Context: an optimization exercise on an open-source flow, tuned for small area. The choices shown serve that exercise and are no tape-out recipe.
In this exercise RTL edits were held to simulation tests only and were not proved equivalent to the original.
No activity file was given, so power comes from the tool's default toggle rates.

==> inputs of job 538 <==
## timelogger
module timelogger
 (
  rst,
  clk,
  sw,
  rw,
  rs,
  en,
  data,
  key1,key2,key3,key4,
  HEX0,HEX1,HEX2,HEX3,
  Led_out,
  Led_Out1,
  RST_CLK1,RST_CLK2,
  SW2,SW3,
  HEX4,HEX5,HEX6,HEX7
 );
 input clk,rst,sw;
 input key1,key2,key3,key4;
 output rs,en,rw;
 output [7:0] data;
 output [6:0] HEX0;
 output [6:0] HEX1;
 output [6:0] HEX2;
 output [6:0] HEX3;
 output Led_out,Led_Out1;
 input RST_CLK1,RST_CLK2;
 input SW2,SW3;
 output [6:0] HEX4;
 output [6:0] HEX5;
 output [6:0] HEX6;
 output [6:0] HEX7;
 reg [8:0] cnt;
 wire cnt_wrap = cnt[8] & cnt[7] & (&cnt[3:0]);               
 always @(posedge clk or negedge rst)
  if (!rst) cnt <= 9'd0;
  else cnt <= cnt_wrap ? 9'd0 : cnt + 9'd1;
 wire lcd_tick = ~cnt[1] & cnt[0];                             
 wire key_ph   = (cnt[2:0] == 3'd1);                           
 wire smp_ph   = (cnt[2:0] == 3'd7);                           
 wire dtick    = (cnt[8:3] == 6'd25) & (cnt[2:0] == 3'd0);
 reg [6:0] cnt2;
 always @(posedge clk or negedge rst)
  if (!rst) cnt2 <= 7'd0;
  else cnt2 <= (cnt2[6] & cnt2[4]) ? 7'd0 : cnt2 + 7'd1;
 wire scan_flag = cnt[0] ^ cnt2[0];
 wire scan_prev = ~cnt2[0] & (|cnt2[6:1]);
 reg k1_s, k2_s, k3_s, k1_e, k2_e, k3_e;
 always @(posedge clk or negedge rst)
  if (!rst) begin
   k1_s <= 1'b1; k2_s <= 1'b1; k3_s <= 1'b1;
   k1_e <= 1'b0; k2_e <= 1'b0; k3_e <= 1'b0;
  end else if (smp_ph) begin
   k1_s <= key1; k2_s <= key2; k3_s <= key3;
   k1_e <= k1_s & ~key1; k2_e <= k2_s & ~key2; k3_e <= k3_s & ~key3;
  end
 wire p1 = key_ph & k1_e;
 wire p2 = key_ph & k2_e;
 wire p3 = key_ph & k3_e;
 reg [3:0] flag;
 always @(posedge clk or negedge rst)
  if (!rst) flag <= 4'd0;
  else if (p1) flag <= flag[3] ? 4'd0 : flag + 4'd1;
 wire m0 = (flag == 4'd0);
 wire m2 = (flag == 4'd2);
 wire m3 = (flag == 4'd3);
 wire m4 = (flag == 4'd4);
 wire m5 = (flag == 4'd5);
 wire m6 = (flag == 4'd6);
 wire m7 = (flag == 4'd7);
 wire m8 = (flag == 4'd8);
 reg [5:0] c1hi;
 reg c1off;
 wire c1lo7 = c1off ? (cnt[2:0] == 3'd1) : (cnt[2:0] == 3'd7);
 wire c1hi49 = (c1hi[5] & c1hi[4] & c1hi[0]);                 
  ...
make LEC_CHECK=0 ABC_AREA=1 CAP_MARGIN=20 CORE_MARGIN=2 CORE_UTILIZATION=40 SLEW_MARGIN=20 finish   # period 12.0 ns
run.sh (not shown) runs the stock make flow with config.mk's settings and CLKGATE_MAP_FILE= SYNTH_SCRIPT=/design/flow/synth_recipe.tcl, a recipe that flattens the netlist after the stock synthesis.
==> inputs of job 4120, as changes to job 538 <==
--- a/flow/design.v
+++ b/flow/design.v
@@ -41,22 +41,22 @@
  wire dtick    = (cnt[8:3] == 6'd25) & (cnt[2:0] == 3'd0);
  reg [6:0] cnt2;
  always @(posedge clk or negedge rst)
   if (!rst) cnt2 <= 7'd0;
   else cnt2 <= (cnt2[6] & cnt2[4]) ? 7'd0 : cnt2 + 7'd1;
  wire scan_flag = cnt[0] ^ cnt2[0];
  wire scan_prev = ~cnt2[0] & (|cnt2[6:1]);
- reg k1_s, k2_s, k3_s, k1_e, k2_e, k3_e;
+ reg k1_sn, k2_sn, k3_sn, k1_e, k2_e, k3_e;
  always @(posedge clk or negedge rst)
   if (!rst) begin
-   k1_s <= 1'b1; k2_s <= 1'b1; k3_s <= 1'b1;
+   k1_sn <= 1'b0; k2_sn <= 1'b0; k3_sn <= 1'b0;
    k1_e <= 1'b0; k2_e <= 1'b0; k3_e <= 1'b0;
   end else if (smp_ph) begin
-   k1_s <= key1; k2_s <= key2; k3_s <= key3;
-   k1_e <= k1_s & ~key1; k2_e <= k2_s & ~key2; k3_e <= k3_s & ~key3;
+   k1_sn <= ~key1; k2_sn <= ~key2; k3_sn <= ~key3;
+   k1_e <= ~k1_sn & ~key1; k2_e <= ~k2_sn & ~key2; k3_e <= ~k3_sn & ~key3;
   end
  wire p1 = key_ph & k1_e;
  wire p2 = key_ph & k2_e;
  wire p3 = key_ph & k3_e;
  reg [3:0] flag;
  always @(posedge clk or negedge rst)
   if (!rst) flag <= 4'd0;
@@ -108,18 +108,24 @@
   if (!rst) begin
    st_ <= 3'd0; su <= 4'd0; ft <= 3'd0; fu <= 4'd0; ht <= 2'd0; hu <= 4'd0;
   end else begin
    if (s_dn) {st_, su} <= s_dec; else if (s_up) {st_, su} <= s_inc;
    if (f_dn) {ft, fu} <= f_dec; else if (f_up) {ft, fu} <= f_inc;
    if (h_dn) {ht, hu} <= h_dec; else if (h_up) {ht, hu} <= h_inc;
   end
- reg [4:0] dt; reg [3:0] du;     
- reg [3:0] month;                
- reg [3:0] y3, y2, y1, y0;       
- reg [3:0] week;
+ reg [4:0] dt_q; reg [3:0] du_q;     
+ reg [3:0] month_q;                  
+ reg [3:0] y3_q, y2, y1_q, y0;       
+ reg [3:0] week_q;
+ wire [4:0] dt = dt_q ^ 5'd1;
+ wire [3:0] du = du_q ^ 4'd1;
+ wire [3:0] month = month_q ^ 4'd7;
+ wire [3:0] y3 = y3_q ^ 4'd2;
+ wire [3:0] y1 = y1_q ^ 4'd2;
+ wire [3:0] week = week_q ^ 4'd5;
  wire leap4   = ~y0[0] & ~(y0[1] ^ y1[0]);
  wire y00     = (y1 == 4'd0) & (y0 == 4'd0);
  wire leap400 = ~y2[0] & ~(y2[1] ^ y3[0]);
  wire leap    = y00 ? leap400 : leap4;
  wire mon30   = (month == 4'd4) | (month == 4'd6) | (month == 4'd9) | (month == 4'd11);
  wire mon2    = (month == 4'd2);
  wire [4:0] dft = 5'd2 | {4'd0, ~mon2};                       
@@ -140,47 +146,55 @@
  wire [3:0] y0d = (y0 == 4'd0) ? 4'd9 : y0 - 4'd1;
  wire [3:0] y1d = (y1 == 4'd0) ? 4'd9 : y1 - 4'd1;
  wire [3:0] y2d = (y2 == 4'd0) ? 4'd9 : y2 - 4'd1;
  wire [3:0] y3d = (y3 == 4'd0) ? 4'd9 : y3 - 4'd1;
  wire b0 = (y0 == 4'd0), b1 = b0 & (y1 == 4'd0), b2 = b1 & (y2 == 4'd0);
  wire y_up = (mon_roll & m12) | (m2 & up);
  wire y_dn = m2 & p3;
+ reg [4:0] dt_n; reg [3:0] du_n, month_n, y3_n, y2_n, y1_n, y0_n, week_n;
+ always @* begin
+  {dt_n, du_n} = {dt, du}; week_n = week; month_n = month;
+  {y3_n, y2_n, y1_n, y0_n} = {y3, y2, y1, y0};
+  if (day) {dt_n, du_n} = d_eq ? 9'd1 : d_inc;
+  else if (m4 & p3) {dt_n, du_n} = d00 ? {dft, dfu} : d_dec;
+  else if (m4 & p2) {dt_n, du_n} = d_eq ? 9'd0 : d_inc;
+  if (day) week_n = (week == 4'd6) ? 4'd1 : week + 4'd1;
+  else if (m5 & p3) week_n = (week == 4'd0) ? 4'd7 : week - 4'd1;
+  else if (m5 & p2) week_n = (week == 4'd6) ? 4'd0 : week + 4'd1;
+  if (mon_roll) month_n = m12 ? 4'd1 : mon_inc;
+  else if (m3 & p3) month_n = (month == 4'd0) ? 4'd12 : month - 4'd1;
+  else if (m3 & p2) month_n = m12 ? 4'd0 : mon_inc;
+  if (y_dn) begin
+   y0_n = y0d;
+   if (b0) y1_n = y1d;
+   if (b1) y2_n = y2d;
+   if (b2) y3_n = y3d;
+  end else if (y_up) begin
+   y0_n = y0i;
+   if (c0) y1_n = y1i;
+   if (c1) y2_n = y2i;
+   if (c2) y3_n = y3i;
+  end
+ end
  always @(posedge clk or negedge rst)
   if (!rst) begin
-   dt <= 5'd1; du <= 4'd1; month <= 4'd7;
-   y3 <= 4'd2; y2 <= 4'd0; y1 <= 4'd2; y0 <= 4'd0;
-   week <= 4'd5;
+   dt_q <= 5'd0; du_q <= 4'd0; month_q <= 4'd0;
+   y3_q <= 4'd0; y2 <= 4'd0; y1_q <= 4'd0; y0 <= 4'd0;
+   week_q <= 4'd0;
   end else begin
-   if (day) {dt, du} <= d_eq ? 9'd1 : d_inc;
-   else if (m4 & p3) {dt, du} <= d00 ? {dft, dfu} : d_dec;
-   else if (m4 & p2) {dt, du} <= d_eq ? 9'd0 : d_inc;
-   if (day) week <= (week == 4'd6) ? 4'd1 : week + 4'd1;
-   else if (m5 & p3) week <= (week == 4'd0) ? 4'd7 : week - 4'd1;
-   else if (m5 & p2) week <= (week == 4'd6) ? 4'd0 : week + 4'd1;
-   if (mon_roll) month <= m12 ? 4'd1 : mon_inc;
-   else if (m3 & p3) month <= (month == 4'd0) ? 4'd12 : month - 4'd1;
-   else if (m3 & p2) month <= m12 ? 4'd0 : mon_inc;
-   if (y_dn) begin
-    y0 <= y0d;
-    if (b0) y1 <= y1d;
-    if (b1) y2 <= y2d;
-    if (b2) y3 <= y3d;
-   end else if (y_up) begin
-    y0 <= y0i;
-    if (c0) y1 <= y1i;
-    if (c1) y2 <= y2i;
-    if (c2) y3 <= y3i;
-   end
+   dt_q <= dt_n ^ 5'd1; du_q <= du_n ^ 4'd1; month_q <= month_n ^ 4'd7;
+   y3_q <= y3_n ^ 4'd2; y2 <= y2_n; y1_q <= y1_n ^ 4'd2; y0 <= y0_n;
+   week_q <= week_n ^ 4'd5;
   end
  reg wk_blank;
  wire wk_named = ~week[3] & ~(week[2] & week[1] & week[0]);
  always @(posedge clk)
   wk_blank <= (m5 & ~scan_flag) | (~wk_named & wk_blank);
  reg [5:0] lst;
- reg [7:0] data;
+ reg [6:0] data_q;    
  wire lD = lst[4];
  wire lL = lst[5];
  wire [3:0] lp = lst[3:0];
  assign rs = lD ? (|lp) : lp[3];
  always @(posedge clk or negedge rst)
   if (!rst) lst <= 6'd0;
   else if (lcd_tick) begin
@@ -254,39 +268,40 @@
     5'h03: ch = 8'h01;
     5'h10, 5'h11, 5'h18: ch = 8'hC0;
     default: ch = 8'h80;
    endcase
   end
  end
  always @(posedge clk or negedge rst)
-  if (!rst) data <= 8'h00;
-  else if (lcd_tick & ~(lL & ~lD & lp[0])) data <= ch;
+  if (!rst) data_q <= 7'h00;
+  else if (lcd_tick & ~(lL & ~lD & lp[0])) data_q <= ch[6:0];
+ assign data = {lD & (lp == 4'd0), data_q};
  assign en = cnt[1];
  assign rw = 1'b0;
  reg Led_out;
  always @(posedge clk or negedge rst)
   if (!rst) Led_out <= 1'b0;
   else Led_out <= f00 & (st_ == 3'd0) & (su[3:2] == 2'd0) & ~(su[1] & su[0]);
- reg kd1, kd2;       
+ reg kd1n, kd2n;     
  reg swd;            
  reg st1;            
  reg [3:0] wsl, wml; reg [2:0] wsh, wmh;
  always @(posedge clk or negedge rst)
-  if (!rst) begin kd1 <= 1'b1; kd2 <= 1'b1; end
-  else begin kd1 <= key4; kd2 <= kd1; end
+  if (!rst) begin kd1n <= 1'b0; kd2n <= 1'b0; end
+  else begin kd1n <= ~key4; kd2n <= kd1n; end
  always @(posedge clk) swd <= sw;
  wire w_s9 = (wsl == 4'd9), w_s59 = w_s9 & (wsh == 3'd5);
  wire w_m9 = (wml == 4'd9);
  always @(posedge clk or negedge rst)
   if (!rst) begin
    st1 <= 1'b0; wsl <= 4'd0; wsh <= 3'd0; wml <= 4'd0; wmh <= 3'd0;
   end else if (!swd) begin
    st1 <= 1'b0; wsl <= 4'd0; wsh <= 3'd0; wml <= 4'd0; wmh <= 3'd0;
   end else begin
-   if (kd2 & ~kd1) st1 <= ~st1;
+   if (~kd2n & kd1n) st1 <= ~st1;
    if (dtick & ~st1) begin
     wsl <= w_s9 ? 4'd0 : wsl + 4'd1;
     if (w_s9) wsh <= (wsh == 3'd5) ? 3'd0 : wsh + 3'd1;
     if (w_s59) wml <= w_m9 ? 4'd0 : wml + 4'd1;
     if (w_s59 & w_m9) wmh <= (wmh == 3'd5) ? 3'd0 : wmh + 3'd1;
    end
   end
@@ -319,19 +334,32 @@
    4'd3: seg = 7'b0110000;
    4'd4: seg = 7'b0011001;
    4'd5: seg = 7'b0010010;
    4'd6: seg = 7'b0000010;
    4'd7: seg = 7'b1111000;
    4'd8: seg = 7'b0000000;
    4'd9: seg = 7'b0010000;
-   default: seg = 7'bxxxxxxx;
+   4'd10, 4'd12, 4'd14: seg = 7'b0000000;    
+   default: seg = 7'b0010000;                
+  endcase
+ endfunction
+ function [6:0] seg6;
+  input [2:0] v;
+  case (v)
+   3'd0: seg6 = 7'b1000000;
+   3'd1: seg6 = 7'b1111001;
+   3'd2: seg6 = 7'b0100100;
+   3'd3: seg6 = 7'b0110000;
+   3'd4: seg6 = 7'b0011001;
+   3'd5: seg6 = 7'b0010010;
+   default: seg6 = 7'b1000000;
   endcase
  endfunction
  assign HEX0 = seg(wsl);
- assign HEX1 = seg({1'b0, wsh});
+ assign HEX1 = seg6(wsh);
  assign HEX2 = seg(wml);
- assign HEX3 = seg({1'b0, wmh});
+ assign HEX3 = seg6(wmh);
  assign HEX4 = seg(aml);
- assign HEX5 = seg({1'b0, amh});
+ assign HEX5 = seg6(amh);
  assign HEX6 = seg(ahl);
  assign HEX7 = seg({2'b0, ahh});
 endmodule
==> flow/flow/run.sh (new file) <==
#!/bin/bash
# Own layout flow: the standard synthesis, then the combinational logic
# between the (unchanged) registers is re-mapped by ABC for area, then the
# standard ORFS layout from floorplan to finish.
set -euo pipefail
W=$(pwd)
FLOWDIR=$W/flow
RES=$W/orfs/results/${FLOW_PLATFORM}/timelogger/base
LIB=$FLOW_HOME/platforms/${FLOW_PLATFORM}/lib/sky130_fd_sc_hd__tt_025C_1v80.lib

# 1. standard synthesis
bash standard.sh synth > $W/log_1_standard_synth.log 2>&1

# 2. re-map the logic between the registers for area
cp $RES/1_2_yosys.v $W/std_synth.v
DU=$(sed -n '/DONT_USE_CELLS/,/^$/p' $FLOW_HOME/platforms/${FLOW_PLATFORM}/config.mk \
     | grep -o 'sky130_fd_sc_hd__[a-z0-9_]*' | sed 's/^/-dont_use /' | tr '\n' ' ')
cat > $W/reopt.ys <<EOY
read_liberty -ignore_miss_func $LIB
read_verilog $W/std_synth.v
hierarchy -top $FLOW_TOP
setattr -mod -set keep_hierarchy 1 sky130_fd_sc_hd__df*
flatten
hierarchy -top $FLOW_TOP
opt_clean -purge
tee -o $W/reopt_before.stat stat -liberty $LIB
abc -liberty $LIB $DU -script $FLOWDIR/area.abc
opt_clean -purge
hilomap -singleton -hicell sky130_fd_sc_hd__conb_1 HI -locell sky130_fd_sc_hd__conb_1 LO
splitnets
opt_clean -purge
read_liberty -overwrite -lib $LIB
hierarchy -top $FLOW_TOP
tee -o $W/reopt_after.stat stat -liberty $LIB
check -assert
write_verilog -noattr -noexpr -nohex -nodec $W/reopt.v
EOY
yosys -s $W/reopt.ys > $W/log_2_reopt_yosys.log 2>&1
cp $W/reopt.v $RES/1_2_yosys.v
rm -f $RES/1_synth.odb $RES/1_synth.sdc

# 3. standard layout from the new netlist
bash standard.sh > $W/log_3_standard_layout.log 2>&1
test -f $W/out/final.def
==> flow/flow/area.abc (new file) <==
strash; &get -n; &deepsyn -T 60; &put; balance -l; resub -K 6 -l; rewrite -l; resub -K 6 -N 2 -l; refactor -l; resub -K 8 -l; balance -l; resub -K 8 -N 2 -l; rewrite -l; resub -K 10 -l; rewrite -z -l; resub -K 10 -N 2 -l; balance -l; resub -K 12 -l; refactor -z -l; resub -K 12 -N 2 -l; rewrite -z -l; balance -l; dch -f; map -a; topo
==> flow/standard.sh (new file) <==
#!/bin/bash
# synth_recipe.tcl (not shown) runs the flow's synth.tcl, then flattens the netlist and writes it again
# the make line also repeats each setting of config.mk as NAME=value (left out here)
make -C /OpenROAD-flow-scripts/flow DESIGN_CONFIG=/design/flow/config.mk WORK_HOME=/design/flow/orfs CLKGATE_MAP_FILE= SYNTH_SCRIPT=/design/flow/synth_recipe.tcl "${@:-finish}"
removed: flow/run.sh
==> summary of the runs <==
In job 538 the first-iteration DRC count is larger than in job 4120, by 20%.
Between job 538 and job 4120, the lower register-to-register slack is in job 4120 (gap 2.6 ns).
Against job 4120, the routed wire length of job 538 is higher by about 20%.
In job 538 the cell area is higher than in job 4120, by 26%.
Against job 538, the maximum frequency of job 4120 is lower by 16%.
In job 4120 the synthesized area is smaller than in job 538, by about 24%.
Of job 538 and job 4120, job 4120 has the higher critical path depth (gap 19).
Non-clock buffer count: job 538 is higher than job 4120 (1).
Against job 538, the total power of job 4120 is lower by 15%.
Against job 4120, the hold slack of job 538 is worse by 0.026 ns.

[re-timing with driven ports]
How much do the figures lean on ideal ports? The routed layouts below were timed once more, with nothing changed but the port constraints. Step 1, drivers: a clkbuf_16 drives clk and a buf_2 each remaining input, both assumed. Step 2 adds t to the input delays and takes it off the output delays; t is the mean of the earliest and latest rising clock arrival at the registers after step 1. Input paths then give back, and output paths get back, about the clock's delay inside the block. Slacks: ideal ports / drivers / drivers and shift; pairs: ideal ports / drivers.
| run | t, ns | setup WS [ns] | worst setup path after step 2 | clock arrival spread, ns | pins driven straight from the clock port |
|---|---|---|---|---|---|
| job 538 | 0.480 | 7.388 / 7.338 / 7.818 | register to output | 0.011 / 0.010 | 1 |
| job 4120 | 0.475 | 6.479 / 6.479 / 6.479 | register to register | 0.017 / 0.017 | 1 |
After both steps setup and hold are still met in every run listed.
